Source: an optimization exercise on an open RTL-to-GDS flow (aim: small area, a short achievable clock period and few clock cycles). Production flows keep margins and buffers that such runs may drop. At most, simulation tests tie the RTL to the original design; equivalence was not proved. Only the layout flow was run in run 2; the RTL was not checked for function there. Power is estimated from default activity; no workload was simulated.

==> design/flow/design.v <==
module ULA (
	input  [15:0] A,
	input  [15:0] B,
	input  [4:0]  OP,
	output reg [15:0] RESU,
	output O,
	output C,
	output S,
	output Z
);
	wire [15:0] Y = OP[1] ? {16{OP[2]}} : (B ^ {16{OP[2]}});
	wire [16:0] SOMA = {1'b0, A} + {1'b0, Y} + {16'd0, OP[0]};
	wire arit_ok = (OP[2:0] != 3'b010) && (OP[2:0] != 3'b111);
	wire C_arit = SOMA[16] ^ (OP[2] & ~OP[1]);
	assign O = (A[15] == Y[15]) && (SOMA[15] != A[15]);
	wire um = (OP[3:0] == 4'b1111);
	wire [15:0] LOGICA;
	genvar i;
	generate
		for (i = 0; i < 16; i = i + 1) begin : g_logica
			assign LOGICA[i] = OP[{~B[i], ~A[i]}] && (i == 0 || !um);
		end
	endgenerate
	always @(*) begin
		if (OP[4])
			RESU = LOGICA;
		else if (!OP[3])
			RESU = arit_ok ? SOMA[15:0] : 16'd0;
		else if (OP[2:0] == 3'b000)
			RESU = {A[14:0], 1'b0};
		else if (OP[2:0] == 3'b001)
			RESU = {A[15], A[15:1]};
		else
			RESU = 16'd0;
	end
	assign C = OP[3] ? (OP[0] ? A[0] : A[15]) : C_arit;
	assign S = RESU[15];
	assign Z = (RESU == 16'd0);
endmodule
module Registrador_Flags(
	input clock,
	input reset,
	input habilita,
	input [4:0] controleOperacao,
	input Z, C, S, O,
	output reg [3:0] ZCSO       
);
	always @(posedge clock) begin
		if (reset)
			ZCSO <= 4'b0000;
		else if (habilita) begin
			case (controleOperacao)
				5'b10000: ZCSO[0] <= Z;
				5'b01000, 5'b01001: begin
					ZCSO[0] <= Z; ZCSO[1] <= C; ZCSO[2] <= S;
				end
				5'b00000, 5'b00001, 5'b00011,
				5'b00100, 5'b00101, 5'b00110: begin
					ZCSO <= {O, S, C, Z};
				end
				5'b10001, 5'b10010,
				5'b10100, 5'b10101, 5'b10110, 5'b10111,
				5'b11000, 5'b11001, 5'b11010, 5'b11011,
				5'b11100, 5'b11101, 5'b11110: begin
					ZCSO[0] <= Z; ZCSO[2] <= S;
				end
				default: ;
			endcase
		end
	end
endmodule
module TesteFlagsTemporario(
	input [3:0] RFlag_ZCSO,
	input [3:0] condicao,
	input Ver_Fal,
	output reg saida
);
	always @(*) begin
		case (condicao)
			4'b0100: saida = ~(Ver_Fal ^ RFlag_ZCSO[2]);
			4'b0101: saida = ~(Ver_Fal ^ RFlag_ZCSO[0]);
			4'b0110: saida = ~(Ver_Fal ^ RFlag_ZCSO[1]);
			4'b0111: saida = (~(Ver_Fal ^ RFlag_ZCSO[2])) | (~(Ver_Fal ^ RFlag_ZCSO[0]));
			4'b0000: saida = Ver_Fal;
			4'b0011: saida = ~(Ver_Fal ^ RFlag_ZCSO[3]);
			default: saida = 1'b0;
		endcase
	end
endmodule
module Extensor(
	input [15:0] instrucao,
	input desvia,              
	input [15:0] PC,
	input [15:0] B,
	output [15:0] proximo
);
	wire [15:0] desloc = !desvia ? 16'd1
	                   : instrucao[13] ? {{4{instrucao[11]}}, instrucao[11:0]}    
	                                   : {{8{instrucao[7]}}, instrucao[7:0]};     
	assign proximo = (desvia && instrucao[13:12] == 2'b11) ? B : PC + desloc;
endmodule
module Banco_Registro (
	input clock,
	input Hab_Lo,
	input Hab_Hi,
	input [2:0] Sel_E,
	input [15:0] E,
	input [2:0] Sel_A,
	input [2:0] Sel_B,
	output [15:0] A,
	output [15:0] B
);
	reg [127:0] registro;    
	integer i;
	always @(posedge clock)
		for (i = 0; i < 8; i = i + 1) begin
			if (Hab_Lo && Sel_E == i)
				registro[16*i +: 8] <= E[7:0];
			if (Hab_Hi && Sel_E == i)
				registro[16*i+8 +: 8] <= E[15:8];
		end
	assign A = registro[16*Sel_A +: 16];
	assign B = registro[16*Sel_B +: 16];
endmodule
module IntegracaoModulos(
	input clock,
	input reset,
	output [15:0] imem_addr,
	input  [15:0] imem_data,
	output [15:0] dmem_addr,
	output [15:0] dmem_wdata,
	output dmem_we,
	input  [15:0] dmem_rdata,
	output halted
);
	reg [15:0] PC;         
	reg [15:0] IR;         
	reg [15:0] RA, RB;     
	reg        valido;     
	reg        halted_r;   
	reg        escrita;    
	wire [1:0] formato = IR[15:14];
	wire [4:0] op = IR[10:6];
	wire [15:0] A, B, RESU, proximo;
	wire Z, C, S, O, salto;
	wire [3:0] ZCSO;
	wire eh_alu   = (formato == 2'b10);
	wire eh_store = eh_alu && (op == 5'b01011);
	wire eh_load  = eh_alu && (op == 5'b01010);
	wire eh_jreg  = (formato == 2'b00) && (IR[13:12] == 2'b11);
	wire eh_jal   = eh_jreg && !IR[11];
	wire desvia   = valido && (formato == 2'b00) && (IR[13] ? 1'b1 : salto);
	wire [2:0] Sel_E = eh_jal ? 3'd6 : IR[13:11];
	reg  [15:0] E;
	always @(*) begin
		case (formato)
			2'b01:   E = {{5{IR[10]}}, IR[10:0]};
			2'b11:   E = {IR[7:0], IR[7:0]};
			2'b10:   E = eh_load ? dmem_rdata : RESU;
			default: E = PC;
		endcase
	end
	wire escreve = valido && ((formato == 2'b01) || (eh_alu && !eh_store) || eh_jal);
	wire hab_lo = escreve || (valido && formato == 2'b11 && !IR[10]);
	wire hab_hi = escreve || (valido && formato == 2'b11 && IR[10]);
	wire [2:0] Sel_A = imem_data[5:3];
	wire [2:0] Sel_B = imem_data[2:0];
	Banco_Registro Banco_Registro(
		.clock(clock), .Hab_Lo(hab_lo), .Hab_Hi(hab_hi), .Sel_E(Sel_E), .E(E),
		.Sel_A(Sel_A), .Sel_B(Sel_B), .A(A), .B(B)
	);
	wire fA = (Sel_A == Sel_E), fB = (Sel_B == Sel_E);
	always @(posedge clock) begin
		if (reset) begin
			PC <= 16'd0;
			valido <= 1'b0;
			halted_r <= 1'b0;
			escrita <= 1'b0;
		end else begin
			PC <= proximo;
			valido <= !desvia;
			if (!desvia && imem_data == 16'h2FFF)
				halted_r <= 1'b1;
			escrita <= !desvia && (imem_data[15:14] == 2'b10) && (imem_data[10:6] == 5'b01011);
		end
		IR <= imem_data;
		RA[7:0]  <= (fA && hab_lo) ? E[7:0]  : A[7:0];
		RA[15:8] <= (fA && hab_hi) ? E[15:8] : A[15:8];
		RB[7:0]  <= (fB && hab_lo) ? E[7:0]  : B[7:0];
		RB[15:8] <= (fB && hab_hi) ? E[15:8] : B[15:8];
	end
	assign imem_addr = PC;
	assign halted = halted_r;
	Extensor Extensor(.instrucao(IR), .desvia(desvia), .PC(PC), .B(RB), .proximo(proximo));
	ULA ULA(.A(RA), .B(RB), .OP(op), .RESU(RESU), .O(O), .C(C), .S(S), .Z(Z));
	Registrador_Flags Registrador_Flags(
		.clock(clock), .reset(reset), .habilita(valido && eh_alu), .controleOperacao(op),
		.Z(Z), .C(C), .S(S), .O(O), .ZCSO(ZCSO)
	);
	TesteFlagsTemporario TesteFlagsTemporario(
		.RFlag_ZCSO(ZCSO), .condicao(IR[11:8]), .Ver_Fal(IR[12]), .saida(salto)
	);
	assign dmem_addr  = RA;
	assign dmem_wdata = RB;
	assign dmem_we    = escrita;
endmodule
==> design/flow/run.sh <==
#!/bin/bash
# synth_recipe.tcl (not shown) runs the flow's synth.tcl, then flattens the netlist and writes it again
# the make line also repeats each setting of config.mk as NAME=value (left out here)
make -C /OpenROAD-flow-scripts/flow DESIGN_CONFIG=/design/flow/config.mk WORK_HOME=/design/flow/orfs CLKGATE_MAP_FILE= SYNTH_SCRIPT=/design/flow/synth_recipe.tcl finish
==> design/flow/config.mk <==
export PLATFORM = sky130hd
export DESIGN_NAME = IntegracaoModulos
export DESIGN_NICKNAME = IntegracaoModulos
export VERILOG_FILES = /design/flow/design.v
export SDC_FILE = /design/flow/constraint.sdc
export NUM_CORES = 4
export LEC_CHECK = 0
export CAP_MARGIN = 20
export CORE_MARGIN = 2
export CORE_UTILIZATION = 40
export SETUP_SLACK_MARGIN = 4.5
export SLEW_MARGIN = 20
==> design/flow/constraint.sdc <==
create_clock -name core_clock -period 9.0 [get_ports {clock}]
set_input_delay 1.8000 -clock core_clock [delete_from_list [all_inputs] [get_ports {clock}]]
set_output_delay 1.8000 -clock core_clock [all_outputs]
set_load 0.01 [all_outputs]
==> results of run 1 <==
-- worst reg2reg max path, delay by kind of cell (launching register included) --
| kind | cells | cell delay [ns] |
|---|---|---|
| AO/OA/AOI/OAI | 5 | 1.42 |
| XOR/XNOR | 2 | 0.36 |
| adder cells (fa/ha/maj) | 2 | 0.93 |
| buffers and inverters | 2 | 0.64 |
| flip-flops | 1 | 0.31 |
| AND/OR/NAND/NOR | 2 | 0.28 |
-- stage by stage --
stage          hold WS [ns]  cell area, sq um  utilization (%)  setup WS, ns
6_report              0.503             13500             46.9          4.75
3_3_place_gp          0.477             12800             44.6          4.59
4_1_cts               0.504             13400             46.8          4.61
3_5_place_dp          0.486             12800             44.6          4.44
5_1_grt               0.527             13500             46.9          4.52
2_1_floorplan         0.455             11600                -          5.29
-- flip-flops by register name, summed over array words and instances (netlist names) --
signal                   flops
Registrador_Flags.ZCSO       4
halted_r                     1
IR                          16
RB                          16
PC                          16
valido                       1
escrita                      1
RA                          16
Banco_Registro.registro    128
-- repair_timing --
item,4_1_cts,5_1_grt
pin swaps,0,0
gates cloned,1,0
gates resized for setup,1,3
buffers inserted,0,1
endpoints found under the setup margin,2,14
-- cells in the final DEF (no fill, tap or decap), drive strengths merged, types with 4 or more instances in the layout --
cell type and count:
o21ai 48, a31oi 14, edfxtp 128, clkinv 6, xnor2 38, xor2 4
mux2i 22, a221oi 6, inv 44, ha 30, o21a 8, a21oi 80
a21o 8, a311oi 7, nand2b 10, nand3 11, dfxtp 71, clkdlybuf4s50 79
or3 9, nand4 7, nor4 4, mux4 80, and2 8, nor2b 52
nor3 25, nor2 64, buf 27, nand2 77, a211oi 39, clkbuf 17
o31a 4
-- cell type report --
class | count | share of cell area [%]
clock buffers | 17 | 3.16
repair buffers | 106 | 7.36
inverters | 37 | 1.09
well taps | 384 | 3.57
clock inverters | 15 | 1.42
multi-input cells | 712 | 44.3
flip-flops and latches | 199 | 39.1
repair inverters | 1 | 0.0372
-- cell families after synthesis --
family          after synthesis  share of synthesized area [%]
simple gates                280                           12.1
compound gates              253                           14.4
flops                       199                           45.2
buf+inv                     105                           3.86
mux                         104                           17.6
xor+xnor                     42                           3.16
fa+ha+maj                    33                           3.74
-- power by group through the flow --
stage	logic, W	registers [W]	clock network, W
2_1_floorplan	0.000345	0.00108	0
3_3_place_gp	0.000499	0.00111	0
3_5_place_dp	0.000503	0.00111	0
4_1_cts	0.000507	0.00109	0.000800
5_1_grt	0.000557	0.00109	0.000841
6_report	0.000511	0.00109	0.000789
-- per-layer routing --
| layer | vias up | track usage, % |
|---|---|---|
| met5 | - | 0 |
| met4 | 0 | 7.43 |
| met1 | 4375 | 31.6 |
| met2 | 349 | 35.8 |
| met3 | 47 | 3.68 |
| li1 | 3999 | - |
-- final timing paths --
| check | startpoint | end | slack [ns] | cells past startpoint |
|---|---|---|---|---|
| worst max-delay path | IR[7] | Banco_Registro.registro[72] | 4.75 | 13 |
| worst min-delay path | Registrador_Flags.ZCSO[0] | Registrador_Flags.ZCSO[0] | 0.50 | 2 |
| worst max register to register | IR[7] | Banco_Registro.registro[72] | 4.75 | 13 |
| worst min register to register | Registrador_Flags.ZCSO[0] | Registrador_Flags.ZCSO[0] | 0.50 | 2 |
==> results.py, run 1 <==
metrics = {
    "run_status": {
        "outcome": "timing/DRC/antenna clean",
    },
    "detailed_routing": {
        "drc": 0,
        "routed.top_layer": "met4",
        "drt_wl_total_microns": 33500,
        "first_iter_violations": 937,
        "vias_per_cell": 5.96,
        "wl_met2_microns": 15700,
        "vias": 8770,
        "antenna_left": 0,
        "wl_met3_microns": 2290,
        "wl_per_cell_microns": 22.8,
        "dr.pass1.iters": 5,
        "m1WireLength_microns": 14800,
    },
    "synth": {
        "synth-seq-area-share_pct": 45.2,
        "synth-main-ff-cell": "edfxtp_1",
        "synth.most_common_cell": "edfxtp_1",
        "syn_area_sq_um": 11600,
        "synthCells": 1016,
        "synth-edff-count": 128,
        "yosysTopAreaCell": "edfxtp_1",
        "synth.area.top_cells": "edfxtp_1 (33%), mux4_2 (15%), dfxtp_1 (12%)",
        "synthArstFlopShare_pct": 0,
        "synth_top_area_share_pct": 33.0,
        "syn_avg_cell_area_sq_um": 11.5,
        "synth_common_cells": "edfxtp_1 (128), mux4_2 (80), a21oi_1 (77), nand2_1 (77), dfxtp_1 (71)",
        "ys_warn_count": 5,
        "yosys.cell_types.count": 74,
        "synth_nets": 1083,
        "synth_seq_cells": 199,
    },
    "sta": {
        "maxSlewHeadroom_pct": 26.5,
        "hold_viol_final": 0,
        "period_share_pct": 47.2,
        "setup_viol": 0,
        "worst_pin_slew_ns": 1.09,
        "fin_worst_skew_ns": 0.0219,
        "period_minus_slack_ns": 4.25,
        "drv_slew": 0,
        "rsz0062_at_grt": "no",
        "max_freq_ghz": 0.235,
        "setup_tns_ns": 0,
    },
    "worst_setup_path": {
        "crit_type": "register to register",
        "critical-path-top-delay-family": "compound AO/OA/AOI/OAI gates",
        "slowest_delay_ns": 0.54,
        "endpoint_kind": "register",
        "path_buf_inv": 2,
        "cp_slowest_cell": "a222oi_1",
        "worstPathCellList": "buf_4 > nor2b_1 > xnor2_1 > fa_1 > fa_1 > nor2b_4 > o31a_1 > o21ai_0 > xnor2_1 > a222oi_1 > o31ai_1 > a21oi_1 > inv_1",
        "critPathMaxFanout": 43,
        "crit_arrival_ns": 4.39,
        "required_ns": 9.14,
        "cp-start-kind": "register",
    },
    "clocking": {
        "cts_buffers": 17,
        "htreeDepth": 4,
        "clk_pin_slew_worst_paths_ns": 0.08,
        "cts_sinks": 199,
        "clockBufferDepth": 2,
        "tritoncts": "yes",
        "hold_buffers": 0,
        "cts_root_buf": "clkbuf_16",
        "clk_latency_ns": 0.46,
    },
    "finish": {
        "multi_input_area_sq_um": 5960,
        "drive_gt1_share_pct": 15.5,
        "stdcell_count": 1471,
        "n_antenna_cell": 0,
        "area_growth_pct": 15.6,
        "seqCellArea_sq_um": 5270,
        "nFillCells": 2609,
        "nNetsFinal": 1141,
    },
    "die": {
        "dieArea_sq_um": 30500,
        "pin_count": 84,
        "fp.dieW_microns": 175,
        "fp-row-count": 62,
        "die_h_microns": 175,
        "start_util_pct": 40.6,
        "core-area_sq_um": 28700,
    },
    "power": {
        "switchingPower_w": 0.000749,
        "p_seq_share_pct": 45.6,
        "clockPowerShare_pct": 33.0,
        "combPwrFrac_pct": 21.4,
        "netSwitchingFraction_pct": 31.3,
        "finalPower_w": 0.00239,
        "p_leak_nw": 4.68,
        "intPower_w": 0.00164,
        "p_per_area_nw_per_um2": 177,
        "vdd_drop_max_v": 0.000140,
    },
    "global_routing": {
        "grt-ovfl-total": 0,
        "grt_max_degree": 44,
        "grt.total_usage_pct": 22.5,
        "antenna_found_initial": 0,
        "grt_pass1_wl_microns": 51700,
        "first_global_vias": 8628,
    },
    "placement": {
        "dpl.hpwl_microns": 23700,
        "place.gp.congestion": 0.919,
        "port_buffers": 83,
        "place_inst": 1436,
    },
    "hold_path": {
        "hold_class": "register to register",
    },
    "run": {
        "maxCapViolations": 0,
    },
}
Testbench counts, summed over its fixed seeds: cycles 28,186.
==> run 2: changes to the inputs <==
--- a/design/flow/design.v
+++ b/design/flow/design.v
@@ -15,2 +15,3 @@
 	assign O = (A[15] == Y[15]) && (SOMA[15] != A[15]);
+	wire Z_arit = &((A ^ Y) ^ ~{A[14:0] | Y[14:0], OP[0]});
 	wire um = (OP[3:0] == 4'b1111);
@@ -23,2 +24,4 @@
 	endgenerate
+	wire [15:0] DESLOC = (OP[2:0] == 3'b000) ? {A[14:0], 1'b0}
+	                   : (OP[2:0] == 3'b001) ? {A[15], A[15:1]} : 16'd0;
 	always @(*) begin
@@ -28,8 +31,4 @@
 			RESU = arit_ok ? SOMA[15:0] : 16'd0;
-		else if (OP[2:0] == 3'b000)
-			RESU = {A[14:0], 1'b0};
-		else if (OP[2:0] == 3'b001)
-			RESU = {A[15], A[15:1]};
 		else
-			RESU = 16'd0;
+			RESU = DESLOC;
 	end
@@ -37,3 +36,3 @@
 	assign S = RESU[15];
-	assign Z = (RESU == 16'd0);
+	assign Z = OP[4] ? (LOGICA == 16'd0) : !OP[3] ? (!arit_ok || Z_arit) : (DESLOC == 16'd0);
 endmodule
--- a/design/flow/config.mk
+++ b/design/flow/config.mk
@@ -10,3 +10,3 @@
 export CORE_UTILIZATION = 40
-export SETUP_SLACK_MARGIN = 4.5
+export SETUP_SLACK_MARGIN = 5
 export SLEW_MARGIN = 20
==> results.py, run 2 <==
metrics = {
    "worst_setup_path": {
        "crit_start": "IR[7]",
        "crit_type": "register to register",
        "crit_arrival_ns": 4.03,
        "critPathMaxFanout": 39,
        "endpoint_kind": "register",
        "required_ns": 9.12,
        "cp-start-kind": "register",
        "reg2reg_from": "IR[7]",
        "r2r_setup_slack_ns": 5.09,
    },
    "sta": {
        "max_freq_ghz": 0.256,
        "setup_viol": 0,
        "period_share_pct": 43.5,
        "rsz0062_at_grt": "no",
        "hold_viol_final": 0,
        "drv_slew": 0,
        "worst_pin_slew_ns": 1.06,
        "fin_worst_skew_ns": 0.0303,
        "period_minus_slack_ns": 3.91,
        "worst_slack_ns": 5.09,
        "maxSlewHeadroom_pct": 29.1,
        "setup_tns_ns": 0,
    },
    "clocking": {
        "clk_latency_ns": 0.46,
        "clk_pin_slew_worst_paths_ns": 0.08,
        "clockBufferDepth": 2,
        "hold_buffers": 0,
        "cts_sinks": 199,
        "cts_root_buf": "clkbuf_16",
        "tritoncts": "yes",
        "cts_buffers": 17,
        "htreeDepth": 4,
    },
    "detailed_routing": {
        "wl_per_cell_microns": 24.8,
        "first_iter_violations": 1194,
        "vias": 9646,
        "drt_wl_total_microns": 39200,
        "dr.pass1.iters": 6,
        "antenna_left": 0,
        "vias_per_cell": 6.09,
        "drc": 0,
    },
    "hold_path": {
        "hold_class": "register to register",
        "min-delay-start": "Registrador_Flags.ZCSO[3]",
    },
    "synth": {
        "synth.most_common_cell": "edfxtp_1",
        "synth-edff-count": 128,
        "synthCells": 1112,
        "syn_avg_cell_area_sq_um": 11.2,
        "synth_top_area_share_pct": 30.9,
        "synth-seq-area-share_pct": 42.3,
        "synth_common_cells": "edfxtp_1 (128), a21oi_1 (95), nand2_1 (81)",
        "ys_warn_count": 5,
        "synth_seq_cells": 199,
        "synth.area.top_cells": "edfxtp_1 (31%), mux4_2 (14%), dfxtp_1 (11%)",
        "synth-main-ff-cell": "edfxtp_1",
        "syn_area_sq_um": 12500,
        "yosys.cell_types.count": 85,
        "synth_nets": 1195,
        "synthArstFlopShare_pct": 0,
        "yosysTopAreaCell": "edfxtp_1",
    },
    "finish": {
        "largest_register_ffs": 128,
        "area_growth_pct": 15.6,
        "final_core_util_pct": 47.0,
        "mostFrequentLayoutCells": "edfxtp_1 (128), a21oi_1 (92), nand2_1 (81)",
        "regMostFlops": "Banco_Registro.registro",
        "drive_gt1_share_pct": 17.2,
        "nFillCells": 2812,
        "mostFrequentLayoutCell": "edfxtp_1",
        "nNetsFinal": 1257,
        "fin_area_sq_um": 14400,
        "n_antenna_cell": 0,
    },
    "global_routing": {
        "antenna_found_initial": 0,
        "grt.total_usage_pct": 23.8,
        "grt-ovfl-total": 0,
        "grt_pass1_wl_microns": 58700,
        "grt_max_degree": 50,
        "first_global_vias": 9387,
    },
    "power": {
        "vdd_drop_max_v": 0.000121,
        "p_leak_nw": 5.27,
        "p_per_area_nw_per_um2": 175,
    },
    "run": {
        "maxCapViolations": 0,
    },
    "placement": {
        "place.gp.congestion": 0.961,
        "port_buffers": 83,
        "place_area_sq_um": 13500,
        "dpl.hpwl_microns": 27500,
        "dp_slack_ns": 4.52,
    },
    "die": {
        "pin_count": 84,
        "fp.dieW_microns": 180,
        "core-area_sq_um": 30600,
        "dieArea_sq_um": 32600,
        "die_h_microns": 180,
        "fp-row-count": 64,
        "start_util_pct": 40.7,
    },
    "run_status": {
        "outcome": "timing/DRC/antenna clean",
    },
}
## run 2: through the flow
stage,cells,hold slack (ns),power (W)
after floorplan,1112,0.448,0.00150
after global placement,1536,0.478,0.00170
after detailed placement,1536,0.493,0.00170
after CTS,1575,0.503,0.00251
after global routing,1583,0.517,0.00261
final,1583,0.509,0.00252
## run 2: logic make-up after synthesis
| family | Yosys count | synth area share (%) |
|---|---|---|
| muxes | 103 | 16.4 |
| DFF | 199 | 42.3 |
| and+or+nand+nor | 302 | 12.1 |
| buffers and inverters | 129 | 5.39 |
| adders and majority gates | 49 | 5.11 |
| AOI/OAI and AO/OA | 265 | 14.2 |
| xor gates and xnor gates | 65 | 4.57 |
## run 2: area by class of cell
| class | count | area, sq um | share of cell area (%) |
|---|---|---|---|
| sequential | 199 | 5280 | 36.7 |
| inverter | 57 | 229 | 1.59 |
| tap | 396 | 495 | 3.44 |
| timing repair buffer | 115 | 1130 | 7.83 |
| clock inverter | 15 | 208 | 1.44 |
| multi-input combinational | 784 | 6630 | 46.1 |
| clock buffer | 17 | 425 | 2.96 |
## run 2: where the power goes
| part | total [W] | internal (W) | switching (W) |
|---|---|---|---|
| logic | 0.000613 | 0.000267 | 0.000346 |
| clock network | 0.000807 | 0.000390 | 0.000417 |
| registers | 0.00110 | 0.00102 | 0.0000736 |
## run 2: final timing paths
check	end	cells after the start
worst min-delay path	Registrador_Flags.ZCSO[3]	2
worst max-delay path	Banco_Registro.registro[68]	12
worst max register to register	Banco_Registro.registro[68]	12
worst min register to register	Registrador_Flags.ZCSO[3]	2
## run 2: routing by layer
layer	global-route usage (%)	up-vias	routed length, microns
met1	32.8	4744	16600
met5	0	-	0
met3	5.17	76	3450
met4	9.35	0	1480
li1	-	4301	-
met2	36.6	525	17600
## run 2: repair_timing
action                     CTS  global route
gates cloned                 0             2
setup buffers                7             6
setup endpoints to repair   50            76
resized for setup            8            27
pin swaps                    0             6
## run 2: worst max-delay path: stages (launching register included)
cell and delay (ns):
dfxtp_1 0.34, buf_8 0.24, nor2b_1 0.11, xnor2_1 0.25
fa_1 0.26, inv_1 0.07, fa_1 0.46, a21o_2 0.22
a21oi_1 0.17, xor2_1 0.22, o221ai_1 0.21, a222oi_1 0.70
inv_1 0.33
==> run 3: changes to the inputs <==
--- a/design/flow/design.v
+++ b/design/flow/design.v
@@ -15,3 +15,2 @@
 	assign O = (A[15] == Y[15]) && (SOMA[15] != A[15]);
-	wire Z_arit = &((A ^ Y) ^ ~{A[14:0] | Y[14:0], OP[0]});
 	wire um = (OP[3:0] == 4'b1111);
@@ -24,4 +23,2 @@
 	endgenerate
-	wire [15:0] DESLOC = (OP[2:0] == 3'b000) ? {A[14:0], 1'b0}
-	                   : (OP[2:0] == 3'b001) ? {A[15], A[15:1]} : 16'd0;
 	always @(*) begin
@@ -31,4 +28,8 @@
 			RESU = arit_ok ? SOMA[15:0] : 16'd0;
+		else if (OP[2:0] == 3'b000)
+			RESU = {A[14:0], 1'b0};
+		else if (OP[2:0] == 3'b001)
+			RESU = {A[15], A[15:1]};
 		else
-			RESU = DESLOC;
+			RESU = 16'd0;
 	end
@@ -36,3 +37,3 @@
 	assign S = RESU[15];
-	assign Z = OP[4] ? (LOGICA == 16'd0) : !OP[3] ? (!arit_ok || Z_arit) : (DESLOC == 16'd0);
+	assign Z = (RESU == 16'd0);
 endmodule
==> design/flow/flow/run.sh (new file) <==
#!/bin/bash
# The standard layout, with two changes to how it is made:
#  - ports are buffered with buf_2 cells (by default buffer_ports picks a
#    delay buffer, clkdlybuf4s50_1, which is larger and slower);
#  - clock tree synthesis adds no dummy loads.
set -euo pipefail
bash standard.sh \
	"BUFFER_PORTS_ARGS=-buffer_cell sky130_fd_sc_hd__buf_2" \
	"CTS_ARGS=-sink_clustering_enable -repair_clock_nets -dont_use_dummy_load" \
	finish > standard.log 2>&1
==> design/flow/standard.sh (new file) <==
#!/bin/bash
# synth_recipe.tcl (not shown) runs the flow's synth.tcl, then flattens the netlist and writes it again
# the make line also repeats each setting of config.mk as NAME=value (left out here)
make -C /OpenROAD-flow-scripts/flow DESIGN_CONFIG=/design/flow/config.mk WORK_HOME=/design/flow/orfs CLKGATE_MAP_FILE= SYNTH_SCRIPT=/design/flow/synth_recipe.tcl "${@:-finish}"
removed: design/flow/run.sh
==> results.py, run 3 <==
metrics = {
    "sta": {
        "setup_tns_ns": 0,
        "max_freq_ghz": 0.262,
        "worst_pin_slew_ns": 1.06,
        "hold_viol_final": 0,
        "rsz0062_at_grt": "yes",
        "fin_worst_skew_ns": 0.0302,
        "maxSlewHeadroom_pct": 28.7,
        "drv_slew": 0,
        "period_share_pct": 42.3,
        "setup_viol": 0,
        "period_minus_slack_ns": 3.81,
    },
    "worst_setup_path": {
        "slowest_delay_ns": 0.49,
        "required_ns": 9.15,
        "timing.rr.end": "Banco_Registro.registro[72]",
        "reg2reg_from": "IR[6]",
        "cp-start-kind": "register",
        "cp_slowest_cell": "fa_1",
        "crit_type": "register to register",
        "crit_arrival_ns": 3.96,
        "endpoint_kind": "register",
        "r2r_setup_slack_ns": 5.19,
        "critPathMaxFanout": 43,
        "reg2reg_depth": 13,
        "worstPathCellList": "buf_8 > inv_1 > fa_1 > fa_1 > nor2b_4 > o31a_1 > o21ai_0 > xnor2_1 > a222oi_1 > buf_4 > o31ai_1 > a21oi_2 > inv_1",
    },
    "clocking": {
        "cts_sinks": 199,
        "clk_pin_slew_worst_paths_ns": 0.06,
        "clk_latency_ns": 0.45,
        "tritoncts": "yes",
        "hold_buffers": 0,
        "clockBufferDepth": 2,
        "htreeDepth": 4,
        "cts_root_buf": "clkbuf_16",
        "cts_buffers": 17,
    },
    "finish": {
        "stdcell_count": 1466,
        "nNetsFinal": 1151,
        "regMostFlops": "Banco_Registro.registro",
        "mostFrequentLayoutCells": "edfxtp_1 (128), buf_2 (83), mux4_2 (80)",
        "largest_register_ffs": 128,
        "drive_gt1_share_pct": 23.6,
        "area_growth_pct": 12.0,
        "mostFrequentLayoutCell": "edfxtp_1",
        "n_antenna_cell": 0,
    },
    "die": {
        "pin_count": 84,
        "dieArea_sq_um": 30500,
        "core-area_sq_um": 28700,
        "die_h_microns": 175,
        "fp-row-count": 62,
        "fp.dieW_microns": 175,
        "start_util_pct": 40.6,
    },
    "global_routing": {
        "grt_max_degree": 44,
        "grt_busiest_layer": "met2",
        "grtUsageMet3_pct": 4.05,
        "first_global_vias": 8443,
        "grt_pass1_wl_microns": 51100,
        "grt.met1_usage_pct": 30.7,
        "antenna_found_initial": 0,
        "grt.total_usage_pct": 22.3,
        "met2_usage_pct": 35.4,
        "grt-ovfl-total": 0,
    },
    "synth": {
        "synth.area.top_cells": "edfxtp_1 (33%), mux4_2 (15%), dfxtp_1 (12%)",
        "synth_seq_cells": 199,
        "synth-seq-area-share_pct": 45.2,
        "synth-simple-area-share_pct": 12.1,
        "synth-edff-count": 128,
        "syn_area_sq_um": 11600,
        "ys_warn_count": 5,
        "synth_xor_area_share_pct": 3.16,
        "synth_top_area_share_pct": 33.0,
        "synth_fa_ha_area_share_pct": 3.74,
        "yosys.cell_types.count": 74,
        "yosysTopAreaCell": "edfxtp_1",
        "synth_common_cells": "edfxtp_1 (128), mux4_2 (80), a21oi_1 (77), nand2_1 (77), dfxtp_1 (71)",
        "synth_nets": 1083,
        "synth-compound-area-share_pct": 14.4,
        "synth-main-ff-cell": "edfxtp_1",
        "synth_top_family_by_area": "multiplexers",
        "syn_avg_cell_area_sq_um": 11.5,
        "synthMuxAreaShare_pct": 17.6,
        "synthArstFlopShare_pct": 0,
        "synth.most_common_cell": "edfxtp_1",
        "synthCells": 1016,
    },
    "detailed_routing": {
        "antenna_left": 0,
        "vias": 8876,
        "first_iter_violations": 944,
        "drt_wl_total_microns": 33900,
        "wl_per_cell_microns": 23.1,
        "dr.pass1.iters": 5,
        "drc": 0,
        "vias_per_cell": 6.05,
    },
    "hold_path": {
        "hold_class": "register to register",
        "hold_depth": 2,
        "min-delay-start": "Registrador_Flags.ZCSO[0]",
        "min_to": "Registrador_Flags.ZCSO[0]",
    },
    "run": {
        "maxCapViolations": 0,
    },
    "run_status": {
        "outcome": "timing/DRC/antenna clean",
    },
    "placement": {
        "port_buffers": 83,
        "place_inst": 1436,
        "place.gp.congestion": 0.902,
        "dpl.hpwl_microns": 23900,
    },
    "power": {
        "p_leak_nw": 4.70,
        "p_per_area_nw_per_um2": 169,
        "vdd_drop_max_v": 0.000132,
    },
}
## run 3: worst max-delay path: cells and delay by family, from the launching register on
family	cells	cell delay, ns
fa+ha+maj	2	0.97
flops	1	0.33
xor+xnor	1	0.19
buf+inv	4	0.87
simple gates	1	0.14
compound gates	5	1.00
## run 3: cell type report
cell class              instances  area [sq um]
repair buffers                115           709
well taps                     384           480
repair inverters                1          5.00
flip-flops and latches        199          5270
multi-input cells             713          6010
inverters                      37           144
clock buffers                  17           425
fillers                      2645         15700
## run 3: kinds of logic after synthesis
logic type               count (synthesis)
AO/OA/AOI/OAI                          253
XOR/XNOR                                42
adder cells (fa/ha/maj)                 33
buffers and inverters                  105
flip-flops                             199
multiplexers                           104
AND/OR/NAND/NOR                        280
## run 3: worst max-delay path by stage
stage | from | end | slack, ns | cells after the start
2_1_floorplan | IR[7] | Banco_Registro.registro[108] | 5.29 | 13
3_3_place_gp | IR[8] | PC[15] | 4.17 | 18
3_5_place_dp | IR[8] | PC[15] | 4.05 | 18
4_1_cts | IR[9] | PC[15] | 4.94 | 18
5_1_grt | IR[9] | PC[15] | 4.89 | 18
6_report | IR[6] | Banco_Registro.registro[72] | 5.19 | 13
## run 3: timing repair
action,CTS,global route
gates resized for setup,10,20
endpoints found under the setup margin,88,56
setup buffers,2,8
endpoints found under the hold margin,0,0
gates cloned,1,2
pin swaps,0,6
## run 3: metrics by stage
| stage | hold WS (ns) | instance area [sq um] | utilization, % | setup WS (ns) | total power (W) |
|---|---|---|---|---|---|
| after floorplan | 0.455 | 11600 | - | 5.29 | 0.00143 |
| after global routing | 0.531 | 13000 | 45.5 | 4.89 | 0.00230 |
| after CTS | 0.497 | 12900 | 44.9 | 4.94 | 0.00221 |
| after global placement | 0.479 | 12400 | 43.2 | 4.17 | 0.00158 |
| final | 0.499 | 13000 | 45.5 | 5.19 | 0.00221 |
| after detailed placement | 0.483 | 12400 | 43.2 | 4.05 | 0.00158 |
## run 3: where the power goes
group | leakage (nW) | internal, W | switching [W]
sequential | 1.76 | 0.00102 | 0.0000644
clock | 0.209 | 0.000329 | 0.000295
combinational | 2.73 | 0.000217 | 0.000280
total | 4.70 | 0.00157 | 0.000639
## run 3: metal layers
metal | routed length [microns] | share of wire (%) | vias to the layer above
met3 | 2520 | 7.4 | 71
met1 | 14500 | 43 | 4405
li1 | - | - | 4017
met2 | 15700 | 46 | 383
met5 | 0 | 0 | -
met4 | 1140 | 3.4 | 0
Testbench counts of run 3, summed over its fixed seeds: cycles 28,186.
==> run 4: changes to the inputs <==
--- a/design/flow/flow/run.sh
+++ b/design/flow/flow/run.sh
@@ -8,3 +8,3 @@
 	"BUFFER_PORTS_ARGS=-buffer_cell sky130_fd_sc_hd__buf_2" \
-	"CTS_ARGS=-sink_clustering_enable -repair_clock_nets -dont_use_dummy_load" \
+	"CTS_ARGS=-sink_clustering_enable -repair_clock_nets -dont_use_dummy_load -buf_list {sky130_fd_sc_hd__clkbuf_4 sky130_fd_sc_hd__clkbuf_8}" \
 	finish > standard.log 2>&1
==> results.py, run 4 <==
metrics = {
    "run_status": {
        "outcome": "timing/DRC/antenna clean",
    },
    "power": {
        "p_leak_nw": 4.60,
        "netSwitchingFraction_pct": 30.3,
        "clockPowerShare_pct": 21.6,
        "p_seq_share_pct": 53.8,
        "combPwrFrac_pct": 24.5,
        "intPower_w": 0.00141,
        "p_per_area_nw_per_um2": 157,
        "vdd_drop_max_v": 0.0000890,
        "switchingPower_w": 0.000612,
    },
    "global_routing": {
        "grt_max_degree": 44,
        "antenna_found_initial": 0,
        "grt-ovfl-total": 0,
        "first_global_vias": 8411,
        "grt.total_usage_pct": 22.2,
        "grt_pass1_wl_microns": 51100,
    },
    "clocking": {
        "clk_latency_ns": 0.49,
        "cts_root_buf": "clkbuf_8",
        "clockBufferDepth": 2,
        "cts_buffers": 17,
        "tritoncts": "yes",
        "clk_pin_slew_worst_paths_ns": 0.09,
        "cts_sinks": 199,
        "htreeDepth": 4,
    },
    "synth": {
        "synth-edff-count": 128,
        "synth_common_cells": "edfxtp_1 (128), mux4_2 (80), a21oi_1 (77), nand2_1 (77), dfxtp_1 (71)",
        "synth-seq-area-share_pct": 45.2,
        "yosys.cell_types.count": 74,
        "synth_fa_ha_area_share_pct": 3.74,
        "ys_warn_count": 5,
        "synth-compound-area-share_pct": 14.4,
        "synthMuxAreaShare_pct": 17.6,
        "syn_area_sq_um": 11600,
        "synth.most_common_cell": "edfxtp_1",
        "synth-main-ff-cell": "edfxtp_1",
        "synth.area.top_cells": "edfxtp_1 (33%), mux4_2 (15%), dfxtp_1 (12%)",
        "synth_nets": 1083,
        "synth_xor_area_share_pct": 3.16,
        "synth_seq_cells": 199,
        "synth_top_area_share_pct": 33.0,
        "synthArstFlopShare_pct": 0,
        "synth_top_family_by_area": "multiplexers",
        "synth-simple-area-share_pct": 12.1,
        "syn_avg_cell_area_sq_um": 11.5,
        "yosysTopAreaCell": "edfxtp_1",
        "synthCells": 1016,
    },
    "sta": {
        "drv_slew": 0,
        "worst_hold_slack_ns": 0.501,
        "maxSlewHeadroom_pct": 29.0,
        "period_share_pct": 42.5,
        "hold_viol_final": 0,
        "worst_pin_slew_ns": 1.06,
        "setup_tns_ns": 0,
        "worst_slack_ns": 5.17,
        "rsz0062_at_grt": "yes",
        "max_freq_ghz": 0.261,
        "fin_worst_skew_ns": 0.0460,
        "period_minus_slack_ns": 3.83,
        "setup_viol": 0,
    },
    "die": {
        "fp.dieW_microns": 175,
        "core-area_sq_um": 28700,
        "dieArea_sq_um": 30500,
        "fp-row-count": 62,
        "start_util_pct": 40.6,
        "die_h_microns": 175,
        "pin_count": 84,
    },
    "hold_path": {
        "min-delay-start": "Registrador_Flags.ZCSO[0]",
        "hold_depth": 2,
        "hold_class": "register to register",
        "min_to": "Registrador_Flags.ZCSO[0]",
    },
    "worst_setup_path": {
        "reg2reg_from": "IR[7]",
        "timing.rr.end": "Banco_Registro.registro[72]",
        "crit_arrival_ns": 4.00,
        "critical-path-top-delay-family": "compound AO/OA/AOI/OAI gates",
        "r2r_setup_slack_ns": 5.17,
        "slowest_delay_ns": 0.48,
        "cp-start-kind": "register",
        "required_ns": 9.18,
        "cp_num_cells": 14,
        "path_buf_inv": 3,
        "endpoint_kind": "register",
        "reg2reg_depth": 14,
        "critPathMaxFanout": 43,
        "crit_type": "register to register",
        "cp_slowest_cell": "fa_1",
        "worstPathCellList": "clkbuf_8 > nor2b_1 > xnor2_1 > fa_1 > fa_1 > nor2b_4 > o31a_1 > o21ai_0 > xnor2_1 > a222oi_1 > buf_4 > o31ai_1 > a21oi_2 > inv_1",
    },
    "finish": {
        "largest_register_ffs": 128,
        "area_growth_pct": 10.1,
        "fin_area_sq_um": 12800,
        "nFillCells": 2671,
        "mostFrequentLayoutCell": "edfxtp_1",
        "n_antenna_cell": 0,
        "mostFrequentLayoutCells": "edfxtp_1 (128), buf_2 (83), mux4_2 (80)",
        "drive_gt1_share_pct": 23.2,
        "nNetsFinal": 1148,
        "regMostFlops": "Banco_Registro.registro",
    },
    "detailed_routing": {
        "wl_per_cell_microns": 22.9,
        "vias_per_cell": 6.01,
        "dr.pass1.iters": 5,
        "drt_wl_total_microns": 33500,
        "first_iter_violations": 794,
        "drc": 0,
        "antenna_left": 0,
        "vias": 8791,
    },
    "placement": {
        "dpl.hpwl_microns": 23900,
        "place.gp.congestion": 0.902,
        "port_buffers": 83,
        "dp_slack_ns": 4.05,
        "place_area_sq_um": 12400,
    },
    "run": {
        "maxCapViolations": 0,
    },
}
-- run 4: cell counts after synthesis --
Identical to the previous run, type by type.
-- run 4: how the worst max path moves through the flow --
stage                     startpoint                      endpoint  slack (ns)
after CTS                      IR[9]                        PC[15]        4.95
after detailed placement       IR[8]                        PC[15]        4.05
after global routing           IR[9]                        PC[15]        4.90
after global placement         IR[8]                        PC[15]        4.17
final                          IR[7]   Banco_Registro.registro[72]        5.17
after floorplan                IR[7]  Banco_Registro.registro[108]        5.29
-- run 4: power groups by stage --
stage                     combinational (W)  clock, W  sequential, W
after global placement             0.000473         0        0.00110
after detailed placement           0.000477         0        0.00110
final                              0.000494  0.000437        0.00109
after floorplan                    0.000345         0        0.00108
after CTS                          0.000482  0.000452        0.00108
after global routing               0.000543  0.000482        0.00109
-- run 4: cells by family (layout without fill, tap and decap cells) --
| kind of cell | count (synthesis) | count (layout) |
|---|---|---|
| compound gates | 253 | 253 |
| xor+xnor | 42 | 42 |
| fa+ha+maj | 33 | 33 |
| buf+inv | 105 | 168 |
| flops | 199 | 199 |
| mux | 104 | 104 |
| simple gates | 280 | 280 |
-- run 4: worst reg2reg max path, cell delays in order (launching register included) --
cell and delay [ns]:
dfxtp_1 0.33, clkbuf_8 0.31, nor2b_1 0.11, xnor2_1 0.15
fa_1 0.43, fa_1 0.48, nor2b_4 0.14, o31a_1 0.21
o21ai_0 0.15, xnor2_1 0.18, a222oi_1 0.28, buf_4 0.19
o31ai_1 0.08, a21oi_2 0.31, inv_1 0.19
-- run 4: per-layer routing --
layer / share of wire, % / vias to the layer above / global-route usage (%)
met5: 0 / - / 0
met3: 6.9 / 63 / 4.22
li1: - / 4018 / -
met1: 43 / 4369 / 30.9
met4: 2.9 / 0 / 7.50
met2: 47 / 341 / 35.2
-- run 4: area by class of cell --
type,instances,area [sq um],area share [%]
sequential,199,5270,41.1
clock buffer,17,234,1.83
timing repair inverter,1,7.51,0.0586
timing repair buffer,113,684,5.34
tap,384,480,3.75
multi-input combinational,712,6000,46.8
inverter,37,144,1.12
-- run 4: through the flow --
step                      utilization (%)  instances  power [W]
final                                44.7       1463    0.00202
after global routing                 44.7       1463    0.00211
after CTS                            44.3       1457    0.00202
after detailed placement             43.2       1436    0.00158
after global placement               43.2       1436    0.00158
after floorplan                         -       1016    0.00143
-- run 4: timing repair --
item / 4_1_cts / 5_1_grt
setup buffers: 3 / 6
pin swaps: 0 / 5
endpoints found under the setup margin: 89 / 56
hold buffers: 0 / 0
resized for setup: 9 / 22
cloned: 1 / 0
==> run 5: changes to the inputs <==
--- a/design/flow/flow/run.sh
+++ b/design/flow/flow/run.sh
@@ -8,3 +8,3 @@
 	"BUFFER_PORTS_ARGS=-buffer_cell sky130_fd_sc_hd__buf_2" \
-	"CTS_ARGS=-sink_clustering_enable -repair_clock_nets -dont_use_dummy_load -buf_list {sky130_fd_sc_hd__clkbuf_4 sky130_fd_sc_hd__clkbuf_8}" \
+	"CTS_ARGS=-sink_clustering_enable -repair_clock_nets -dont_use_dummy_load -buf_list sky130_fd_sc_hd__clkbuf_8" \
 	finish > standard.log 2>&1
--- a/design/flow/config.mk
+++ b/design/flow/config.mk
@@ -7,2 +7,3 @@
 export LEC_CHECK = 0
+export ABC_AREA = 1
 export CAP_MARGIN = 20
==> results.py, run 5 <==
metrics = {
    "global_routing": {
        "grt-ovfl-total": 0,
        "grt_max_degree": 68,
        "antenna_found_initial": 0,
        "grt_pass1_wl_microns": 67200,
        "first_global_vias": 11500,
        "grt.total_usage_pct": 26.9,
    },
    "worst_setup_path": {
        "cp-start-kind": "register",
        "endpoint_kind": "register",
        "r2r_setup_slack_ns": 5.23,
        "cp_slowest_cell": "or2_2",
        "required_ns": 9.41,
        "critical-path-top-delay-family": "compound AO/OA/AOI/OAI gates",
        "slowest_delay_ns": 0.33,
        "crit_type": "register to register",
        "critPathMaxFanout": 28,
        "crit_arrival_ns": 4.18,
        "crit_top_cell": "o21ai_1",
        "worstPathCellList": "buf_4 > inv_6 > nand2_2 > nor2_1 > o21ai_0 > a31oi_1 > nor2_1 > nand2_1 > nand2_2 > or2_2 > ha_1 > inv_1 > fa_1 > o21ai_1 > a21oi_1 > o21ai_1 > a21boi_1 > o21ai_1 > xor2_1 > o21ai_0 > inv_1",
        "path_buf_inv": 4,
    },
    "sta": {
        "hold_viol_final": 0,
        "period_minus_slack_ns": 3.77,
        "setup_viol": 0,
        "rsz0062_at_grt": "yes",
        "max_freq_ghz": 0.265,
        "period_share_pct": 41.9,
        "maxSlewHeadroom_pct": 37.1,
        "setup_tns_ns": 0,
        "drv_slew": 0,
        "worst_pin_slew_ns": 0.940,
        "fin_worst_skew_ns": 0.0485,
    },
    "finish": {
        "mostFrequentLayoutCell": "nand2_1",
        "n_antenna_cell": 0,
        "drive_gt1_share_pct": 9.42,
        "regMostFlops": "Banco_Registro.registro",
        "largest_register_ffs": 128,
        "stdcell_count": 2126,
        "nNetsFinal": 1799,
        "mostFrequentLayoutCells": "nand2_1 (382), o21ai_0 (263), inv_1 (187)",
        "nFillCells": 3157,
        "area_growth_pct": 7.70,
    },
    "synth": {
        "synth-simple-area-share_pct": 21.8,
        "synth_nets": 1760,
        "syn_area_sq_um": 12400,
        "synth-seq-area-share_pct": 42.5,
        "synth_top_family_by_area": "compound AO/OA/AOI/OAI gates",
        "synth-compound-area-share_pct": 21.8,
        "ys_warn_count": 5,
        "synthArstFlopShare_pct": 0,
        "synth_xor_area_share_pct": 1.34,
        "syn_avg_cell_area_sq_um": 7.32,
        "synth_top_area_share_pct": 31.0,
        "synth_fa_ha_area_share_pct": 3.51,
        "synth.most_common_cell": "nand2_1",
        "synth_common_cells": "nand2_1 (382), o21ai_0 (263), inv_1 (190)",
        "yosysTopAreaCell": "edfxtp_1",
        "synth-edff-count": 128,
        "synth_seq_cells": 199,
        "synthCells": 1693,
        "synth-main-ff-cell": "edfxtp_1",
        "synthMuxAreaShare_pct": 0,
        "yosys.cell_types.count": 47,
        "synth.area.top_cells": "edfxtp_1 (31%), nand2_1 (12%), dfxtp_1 (11%)",
    },
    "clocking": {
        "clockBufferDepth": 2,
        "clk_pin_slew_worst_paths_ns": 0.12,
        "clk_latency_ns": 0.49,
        "cts_root_buf": "clkbuf_8",
        "cts_sinks": 199,
        "cts_buffers": 17,
        "htreeDepth": 4,
        "hold_buffers": 0,
        "tritoncts": "yes",
    },
    "die": {
        "pin_count": 84,
        "die_h_microns": 180,
        "dieArea_sq_um": 32400,
        "start_util_pct": 40.6,
        "fp-row-count": 64,
        "fp.dieW_microns": 180,
        "core-area_sq_um": 30500,
    },
    "detailed_routing": {
        "m1WireLength_microns": 18300,
        "wl_met2_microns": 20600,
        "vias_per_cell": 5.59,
        "routed.top_layer": "met4",
        "dr.pass1.iters": 5,
        "drt_wl_total_microns": 44000,
        "drc": 0,
        "antenna_left": 0,
        "vias": 11900,
        "wl_met3_microns": 2900,
        "first_iter_violations": 1150,
        "wl_per_cell_microns": 20.7,
    },
    "power": {
        "p_per_area_nw_per_um2": 155,
        "vdd_drop_max_v": 0.0000973,
        "p_leak_nw": 6.07,
    },
    "hold_path": {
        "hold_class": "register to register",
    },
    "run_status": {
        "outcome": "timing/DRC/antenna clean",
    },
    "placement": {
        "place_inst": 2103,
        "dpl.hpwl_microns": 31800,
        "port_buffers": 83,
        "place.gp.congestion": 0.988,
    },
    "run": {
        "maxCapViolations": 0,
    },
}
[run 5: report_power, final]
part | switching (W) | internal, W
clock network | 0.000272 | 0.000167
logic | 0.000368 | 0.000170
registers | 0.0000660 | 0.00102
[run 5: layout make-up]
class | instances | area, sq um | share of cell area (%)
tap | 396 | 495 | 3.71
multi-input combinational | 1211 | 6020 | 45.1
sequential | 199 | 5270 | 39.5
clock buffer | 17 | 234 | 1.75
timing repair buffer | 101 | 557 | 4.17
inverter | 202 | 769 | 5.77
[run 5: final timing paths]
| check | startpoint | depth (start not counted) | to |
|---|---|---|---|
| hold reg to reg | Registrador_Flags.ZCSO[0] | 2 | Registrador_Flags.ZCSO[0] |
| hold / removal | Registrador_Flags.ZCSO[0] | 2 | Registrador_Flags.ZCSO[0] |
| setup reg to reg | IR[8] | 21 | PC[12] |
| setup / recovery | IR[8] | 21 | PC[12] |
[run 5: layer usage]
| metal | track usage, % | vias to the layer above |
|---|---|---|
| met5 | 0 | - |
| met4 | 13.5 | 0 |
| met3 | 3.95 | 111 |
| met2 | 44.6 | 497 |
| met1 | 34.4 | 5532 |
| li1 | - | 5737 |
[run 5: logic make-up (layout without fill, tap and decap cells)]
logic type                 Yosys count  in the layout
DFF                                199            199
and+or+nand+nor                    653            653
adders and majority gates           33             33
buffers and inverters              283            320
AOI/OAI and AO/OA                  506            506
xor gates and xnor gates            19             19
[run 5: repair_timing]
| item | 4_1_cts | 5_1_grt |
|---|---|---|
| endpoints found under the setup margin | 126 | 96 |
| buffers inserted | 2 | 4 |
| pin swaps | 0 | 1 |
| resized for setup | 4 | 14 |
[run 5: through the flow]
step,total power [W],area [sq um],util (%),hold slack [ns],setup WS (ns)
CTS,0.00206,13300,43.5,0.508,5.09
floorplan,0.00144,12400,-,0.464,5.61
finish,0.00206,13300,43.7,0.509,5.23
global route,0.00218,13300,43.7,0.547,4.90
global placement,0.00163,13000,42.7,0.494,4.63
detailed placement,0.00163,13000,42.7,0.494,4.48
[run 5: tightest hold or removal path: cells and delay by family, from the launching register on]
kind             cells  cell delay, ns
AO/OA/AOI/OAI        1            0.05
flip-flops           1            0.34
AND/OR/NAND/NOR      1            0.07
==> run 6: changes to the inputs <==
--- a/design/flow/config.mk
+++ b/design/flow/config.mk
@@ -7,3 +7,2 @@
 export LEC_CHECK = 0
-export ABC_AREA = 1
 export CAP_MARGIN = 20
==> results.py, run 6 <==
metrics = {
    "synth": {
        "yosys.cell_types.count": 74,
        "synth_nets": 1083,
        "synth-seq-area-share_pct": 45.2,
        "ys_warn_count": 5,
        "synthCells": 1016,
        "synth_seq_cells": 199,
        "synth.most_common_cell": "edfxtp_1",
        "synth-main-ff-cell": "edfxtp_1",
        "syn_area_sq_um": 11600,
        "synth_common_cells": "edfxtp_1 (128), mux4_2 (80), a21oi_1 (77), nand2_1 (77), dfxtp_1 (71)",
        "synth-edff-count": 128,
        "synth.area.top_cells": "edfxtp_1 (33%), mux4_2 (15%), dfxtp_1 (12%)",
        "syn_avg_cell_area_sq_um": 11.5,
        "synthArstFlopShare_pct": 0,
        "synth_top_area_share_pct": 33.0,
        "yosysTopAreaCell": "edfxtp_1",
    },
    "die": {
        "fp.dieW_microns": 175,
        "dieArea_sq_um": 30500,
        "core-area_sq_um": 28700,
        "die_h_microns": 175,
        "start_util_pct": 40.6,
        "pin_count": 84,
        "fp-row-count": 62,
    },
    "global_routing": {
        "antenna_found_initial": 0,
        "grt-ovfl-total": 0,
        "grt.total_usage_pct": 22.2,
        "first_global_vias": 8411,
        "grt_pass1_wl_microns": 51100,
        "grt_max_degree": 44,
    },
    "sta": {
        "fin_worst_skew_ns": 0.0460,
        "maxSlewHeadroom_pct": 29.0,
        "max_freq_ghz": 0.261,
        "worst_pin_slew_ns": 1.06,
        "drv_slew": 0,
        "period_share_pct": 42.5,
        "setup_viol": 0,
        "setup_tns_ns": 0,
        "hold_viol_final": 0,
        "period_minus_slack_ns": 3.83,
        "rsz0062_at_grt": "yes",
    },
    "worst_setup_path": {
        "slowest_delay_ns": 0.48,
        "crit_type": "register to register",
        "critPathMaxFanout": 43,
        "cp-start-kind": "register",
        "worstPathCellList": "clkbuf_8 > nor2b_1 > xnor2_1 > fa_1 > fa_1 > nor2b_4 > o31a_1 > o21ai_0 > xnor2_1 > a222oi_1 > buf_4 > o31ai_1 > a21oi_2 > inv_1",
        "critical-path-top-delay-family": "compound AO/OA/AOI/OAI gates",
        "endpoint_kind": "register",
        "path_buf_inv": 3,
        "required_ns": 9.18,
        "cp_slowest_cell": "fa_1",
        "crit_arrival_ns": 4.00,
    },
    "run": {
        "maxCapViolations": 0,
    },
    "detailed_routing": {
        "vias_per_cell": 6.01,
        "wl_per_cell_microns": 22.9,
        "drt_wl_total_microns": 33500,
        "vias": 8791,
        "antenna_left": 0,
        "dr.pass1.iters": 5,
        "drc": 0,
        "first_iter_violations": 794,
    },
    "clocking": {
        "clk_pin_slew_worst_paths_ns": 0.09,
        "hold_buffers": 0,
        "cts_sinks": 199,
        "cts_root_buf": "clkbuf_8",
        "clk_latency_ns": 0.49,
        "cts_buffers": 17,
        "clockBufferDepth": 2,
        "htreeDepth": 4,
        "tritoncts": "yes",
    },
    "finish": {
        "drive_gt1_share_pct": 23.2,
        "mostFrequentLayoutCell": "edfxtp_1",
        "nNetsFinal": 1148,
        "area_growth_pct": 10.1,
        "regMostFlops": "Banco_Registro.registro",
        "mostFrequentLayoutCells": "edfxtp_1 (128), buf_2 (83), mux4_2 (80)",
        "n_antenna_cell": 0,
        "stdcell_count": 1463,
        "largest_register_ffs": 128,
    },
    "placement": {
        "dpl.hpwl_microns": 23900,
        "place.gp.congestion": 0.902,
        "place_inst": 1436,
        "port_buffers": 83,
    },
    "hold_path": {
        "hold_class": "register to register",
    },
    "power": {
        "vdd_drop_max_v": 0.0000890,
        "p_leak_nw": 4.60,
        "p_per_area_nw_per_um2": 157,
    },
    "run_status": {
        "outcome": "timing/DRC/antenna clean",
    },
}
==> run 6: cell families (layout without fill, tap and decap cells) <==
| group | count (synthesis) | count (layout) | share of synthesized area, % |
|---|---|---|---|
| buffers and inverters | 105 | 168 | 3.86 |
| AOI/OAI and AO/OA | 253 | 253 | 14.4 |
| muxes | 104 | 104 | 17.6 |
| and+or+nand+nor | 280 | 280 | 12.1 |
| adders and majority gates | 33 | 33 | 3.74 |
| DFF | 199 | 199 | 45.2 |
| xor gates and xnor gates | 42 | 42 | 3.16 |
==> run 6: worst reg2reg max path: cells and delay by family (launching register included) <==
| family | cells | cell delay (ns) |
|---|---|---|
| AO/OA/AOI/OAI | 5 | 1.03 |
| flip-flops | 1 | 0.33 |
| buffers and inverters | 3 | 0.69 |
| AND/OR/NAND/NOR | 2 | 0.25 |
| XOR/XNOR | 2 | 0.33 |
| adder cells (fa/ha/maj) | 2 | 0.91 |
==> run 6: per-stage QoR <==
step	instance area [sq um]	utilization (%)	worst slack, ns	hold WS (ns)	power (W)
6_report	12800	44.7	5.17	0.501	0.00202
2_1_floorplan	11600	-	5.29	0.455	0.00143
3_3_place_gp	12400	43.2	4.17	0.479	0.00158
5_1_grt	12800	44.7	4.90	0.535	0.00211
3_5_place_dp	12400	43.2	4.05	0.483	0.00158
4_1_cts	12700	44.3	4.95	0.500	0.00202
==> run 6: layer usage <==
layer / up-vias / track usage (%) / routed length, microns
met1: 4369 / 30.9 / 14600
met4: 0 / 7.50 / 958
li1: 4018 / - / -
met5: - / 0 / 0
met2: 341 / 35.2 / 15700
met3: 63 / 4.22 / 2330
==> run 6: area by class of cell <==
type / count / area (sq um)
well taps: 384 / 480
repair buffers: 113 / 684
clock buffers: 17 / 234
multi-input cells: 712 / 6000
repair inverters: 1 / 7.51
fillers: 2671 / 15900
flip-flops and latches: 199 / 5270
inverters: 37 / 144
==> run 6: timing repair <==
action,4_1_cts,5_1_grt
setup endpoints to repair,89,56
buffers inserted,3,6
gates cloned,1,0
pin swaps,0,5
resized for setup,9,22
==> run 6: final timing paths <==
| check | start | endpoint | slack, ns | cells after the start |
|---|---|---|---|---|
| max | IR[7] | Banco_Registro.registro[72] | 5.17 | 14 |
| min reg2reg | Registrador_Flags.ZCSO[0] | Registrador_Flags.ZCSO[0] | 0.50 | 2 |
| min | Registrador_Flags.ZCSO[0] | Registrador_Flags.ZCSO[0] | 0.50 | 2 |
| max reg2reg | IR[7] | Banco_Registro.registro[72] | 5.17 | 14 |
==> run 6: power breakdown <==
part | switching [W] | total (W) | internal [W] | leakage [nW]
combinational | 0.000278 | 0.000494 | 0.000216 | 2.72
sequential | 0.0000642 | 0.00109 | 0.00102 | 1.76
clock | 0.000269 | 0.000437 | 0.000167 | 0.122
==> run 7: changes to the inputs <==
==> design/flow/flow/run.sh (replaced) <==
#!/bin/bash
# The standard layout, with changes to how it is made:
#  - ports are buffered with buf_2 cells (by default buffer_ports picks a
#    delay buffer, clkdlybuf4s50_1, which is larger and slower);
#  - clock tree synthesis adds no dummy loads and uses clkbuf_8 buffers;
set -euo pipefail
bash standard.sh \
	"SETUP_SLACK_MARGIN=6" \
	"BUFFER_PORTS_ARGS=-buffer_cell sky130_fd_sc_hd__buf_2" \
	"CTS_ARGS=-sink_clustering_enable -repair_clock_nets -dont_use_dummy_load -buf_list sky130_fd_sc_hd__clkbuf_8" \
	finish > standard.log 2>&1
--- a/design/flow/config.mk
+++ b/design/flow/config.mk
@@ -10,3 +10,2 @@
 export CORE_UTILIZATION = 40
-export SETUP_SLACK_MARGIN = 5
 export SLEW_MARGIN = 20
==> results.py, run 7 <==
metrics = {
    "clocking": {
        "cts_buffers": 17,
        "clk_pin_slew_worst_paths_ns": 0.12,
        "htreeDepth": 4,
        "cts_sinks": 199,
        "clockBufferDepth": 2,
        "hold_buffers": 0,
        "cts_root_buf": "clkbuf_8",
        "tritoncts": "yes",
        "clk_latency_ns": 0.49,
    },
    "worst_setup_path": {
        "required_ns": 9.20,
        "r2r_setup_slack_ns": 5.61,
        "crit_start": "IR[7]",
        "worstPathCellList": "buf_12 > buf_6 > nor2b_4 > xnor2_2 > ha_1 > and2_4 > a221o_1 > o21a_1 > or3_1 > a31o_1 > a211oi_2 > nor3_2 > a21oi_2 > inv_2",
        "critical-path-top-delay-family": "compound AO/OA/AOI/OAI gates",
        "cp-start-kind": "register",
        "path_buf_inv": 3,
        "cp_num_cells": 14,
        "slowest_delay_ns": 0.38,
        "critPathCapture": "Banco_Registro.registro[89]",
        "reg2reg_from": "IR[7]",
        "crit_type": "register to register",
        "endpoint_kind": "register",
        "reg2reg_depth": 14,
        "critPathMaxFanout": 8,
        "crit_arrival_ns": 3.58,
        "timing.rr.end": "Banco_Registro.registro[89]",
        "cp_slowest_cell": "a221o_1",
    },
    "detailed_routing": {
        "wl_per_cell_microns": 23.6,
        "antenna_left": 0,
        "vias_per_cell": 6.08,
        "drt_wl_total_microns": 35900,
        "dr.pass1.iters": 6,
        "first_iter_violations": 830,
        "vias": 9251,
        "drc": 0,
    },
    "synth": {
        "synthCells": 1016,
        "synth_xor_area_share_pct": 3.16,
        "yosys.cell_types.count": 74,
        "synth_common_cells": "edfxtp_1 (128), mux4_2 (80), a21oi_1 (77), nand2_1 (77), dfxtp_1 (71)",
        "syn_avg_cell_area_sq_um": 11.5,
        "synth_nets": 1083,
        "synth_fa_ha_area_share_pct": 3.74,
        "synthArstFlopShare_pct": 0,
        "yosysTopAreaCell": "edfxtp_1",
        "synthMuxAreaShare_pct": 17.6,
        "synth_seq_cells": 199,
        "syn_area_sq_um": 11600,
        "synth.most_common_cell": "edfxtp_1",
        "synth-edff-count": 128,
        "synth_top_area_share_pct": 33.0,
        "synth-compound-area-share_pct": 14.4,
        "synth.area.top_cells": "edfxtp_1 (33%), mux4_2 (15%), dfxtp_1 (12%)",
        "synth-simple-area-share_pct": 12.1,
        "synth-seq-area-share_pct": 45.2,
        "ys_warn_count": 5,
        "synth-main-ff-cell": "edfxtp_1",
        "synth_top_family_by_area": "multiplexers",
    },
    "sta": {
        "period_minus_slack_ns": 3.39,
        "hold_viol_final": 0,
        "worst_pin_slew_ns": 0.837,
        "maxSlewHeadroom_pct": 44.2,
        "worst_hold_slack_ns": 0.495,
        "max_freq_ghz": 0.295,
        "setup_viol": 0,
        "drv_slew": 0,
        "fin_worst_skew_ns": 0.0497,
        "rsz0062_at_grt": "yes",
        "setup_tns_ns": 0,
        "period_share_pct": 37.6,
    },
    "placement": {
        "port_buffers": 83,
        "dpl.hpwl_microns": 23800,
        "place.gp.congestion": 0.923,
    },
    "run_status": {
        "outcome": "timing/DRC/antenna clean",
    },
    "die": {
        "die_h_microns": 175,
        "dieArea_sq_um": 30500,
        "fp.dieW_microns": 175,
        "core-area_sq_um": 28700,
        "start_util_pct": 40.6,
        "fp-row-count": 62,
        "pin_count": 84,
    },
    "finish": {
        "largest_register_ffs": 128,
        "regMostFlops": "Banco_Registro.registro",
        "mostFrequentLayoutCell": "edfxtp_1",
        "multi_input_area_sq_um": 6910,
        "drive_gt1_share_pct": 42.2,
        "area_growth_pct": 24.4,
        "n_antenna_cell": 0,
        "mostFrequentLayoutCells": "edfxtp_1 (128), mux4_2 (80), buf_2 (79)",
        "seqCellArea_sq_um": 5320,
        "nNetsFinal": 1207,
        "nFillCells": 2505,
    },
    "run": {
        "maxCapViolations": 0,
    },
    "global_routing": {
        "grt.total_usage_pct": 23.5,
        "first_global_vias": 9107,
        "grt-ovfl-total": 0,
        "antenna_found_initial": 0,
        "grt_max_degree": 37,
        "grt_pass1_wl_microns": 53700,
    },
    "power": {
        "vdd_drop_max_v": 0.0000941,
        "p_leak_nw": 5.16,
        "p_per_area_nw_per_um2": 152,
    },
    "hold_path": {
        "hold_class": "register to register",
    },
}
-- run 7: worst min-delay path by stage --
stage / startpoint / depth (start not counted) / endpoint
after global routing: RB[3] / 2 / PC[3]
after floorplan: Registrador_Flags.ZCSO[0] / 2 / Registrador_Flags.ZCSO[0]
after detailed placement: Registrador_Flags.ZCSO[0] / 2 / Registrador_Flags.ZCSO[0]
after CTS: RB[3] / 2 / PC[3]
after global placement: Registrador_Flags.ZCSO[0] / 2 / Registrador_Flags.ZCSO[0]
final: RB[3] / 2 / PC[3]
-- run 7: worst min-delay path, delay by kind of cell, from the launching register on --
family	cells	cell delay [ns]
compound gates	1	0.05
simple gates	1	0.07
flops	1	0.37
-- run 7: routing by layer --
layer | part of all wire (%) | wire length [microns] | track usage (%)
met1 | 39 | 14100 | 30.1
met2 | 47 | 17000 | 37.7
met3 | 8.8 | 3150 | 5.57
met4 | 4.5 | 1610 | 11.0
met5 | 0 | 0 | 0
-- run 7: cell families (layout without fill, tap and decap cells) --
| logic type | Yosys count | count (layout) |
|---|---|---|
| AOI/OAI and AO/OA | 253 | 253 |
| xor gates and xnor gates | 42 | 42 |
| DFF | 199 | 199 |
| buffers and inverters | 105 | 226 |
| muxes | 104 | 104 |
| adders and majority gates | 33 | 33 |
| and+or+nand+nor | 280 | 281 |
-- run 7: layout make-up --
type / count / share of cell area (%)
clock buffers: 17 / 1.62
inverters: 37 / 1.12
multi-input cells: 713 / 47.7
flip-flops and latches: 199 / 36.7
well taps: 384 / 3.32
repair buffers: 172 / 9.57
-- run 7: per-stage QoR --
stage / power (W) / cells / util [%] / worst slack [ns] / area [sq um]
floorplan: 0.00145 / 1016 / - / 5.89 / 12000
global placement: 0.00159 / 1430 / 43.7 / 4.68 / 12500
detailed placement: 0.00159 / 1430 / 43.7 / 4.55 / 12500
CTS: 0.00210 / 1500 / 48.1 / 5.64 / 13800
global route: 0.00229 / 1522 / 50.5 / 5.47 / 14500
finish: 0.00219 / 1522 / 50.5 / 5.61 / 14500
-- run 7: repair_timing --
| action | CTS | global route |
|---|---|---|
| pin swaps | 58 | 61 |
| resized for setup | 133 | 110 |
| cloned | 7 | 0 |
| setup endpoints to repair | 261 | 248 |
| buffers inserted | 46 | 22 |
-- run 7: where the power goes --
| part | total (W) | switching (W) | internal (W) |
|---|---|---|---|
| combinational | 0.000671 | 0.000355 | 0.000316 |
| sequential | 0.00109 | 0.0000690 | 0.00102 |
| clock | 0.000431 | 0.000264 | 0.000167 |

==> afterwards: timing with drivers on the ports <==
The flow's constraints put no driver on any port. The routed layouts listed below were extracted and timed again, unchanged, in two steps.
Step 1: set_driving_cell puts a clkbuf_16 on clock and a buf_2 on each other input, an assumption about the parent block.
Step 2 adds t to the input delays and takes it off the output delays; t is the mean of the earliest and latest rising clock arrival at the registers after step 1. Input paths then give back, and output paths get back, about the clock's delay inside the block.
a / b / c = ideal ports / drivers / drivers and shift; a / b = the first two.
| run | shift t [ns] | slack for setup (ns) | latest minus earliest clock arrival (ns) | slew at the worst register clock pin (ns) | pins driven straight from the clock port |
|---|---|---|---|---|---|
| run 1 | 0.498 | 4.750 / 4.750 / 4.750 | 0.022 / 0.022 | 0.09 / 0.09 | 1 |
| run 2 | 0.491 | 5.087 / 5.087 / 4.823 | 0.030 / 0.030 | 0.10 / 0.10 | 1 |
| run 3 | 0.487 | 5.189 / 5.189 / 5.086 | 0.030 / 0.030 | 0.08 / 0.08 | 1 |
| run 4 | 0.511 | 5.175 / 5.175 / 5.098 | 0.046 / 0.046 | 0.12 / 0.12 | 1 |
| run 5 | 0.520 | 5.229 / 5.229 / 4.884 | 0.049 / 0.048 | 0.12 / 0.12 | 1 |
| run 6 | 0.511 | 5.175 / 5.175 / 5.098 | 0.046 / 0.046 | 0.12 / 0.12 | 1 |
| run 7 | 0.516 | 5.615 / 5.615 / 5.425 | 0.050 / 0.050 | 0.12 / 0.12 | 1 |
After both steps setup and hold are still met in every run listed. For run 5, which loses most, drivers alone change the setup slack by 0.000 ns; drivers and shift together by -0.345 ns.
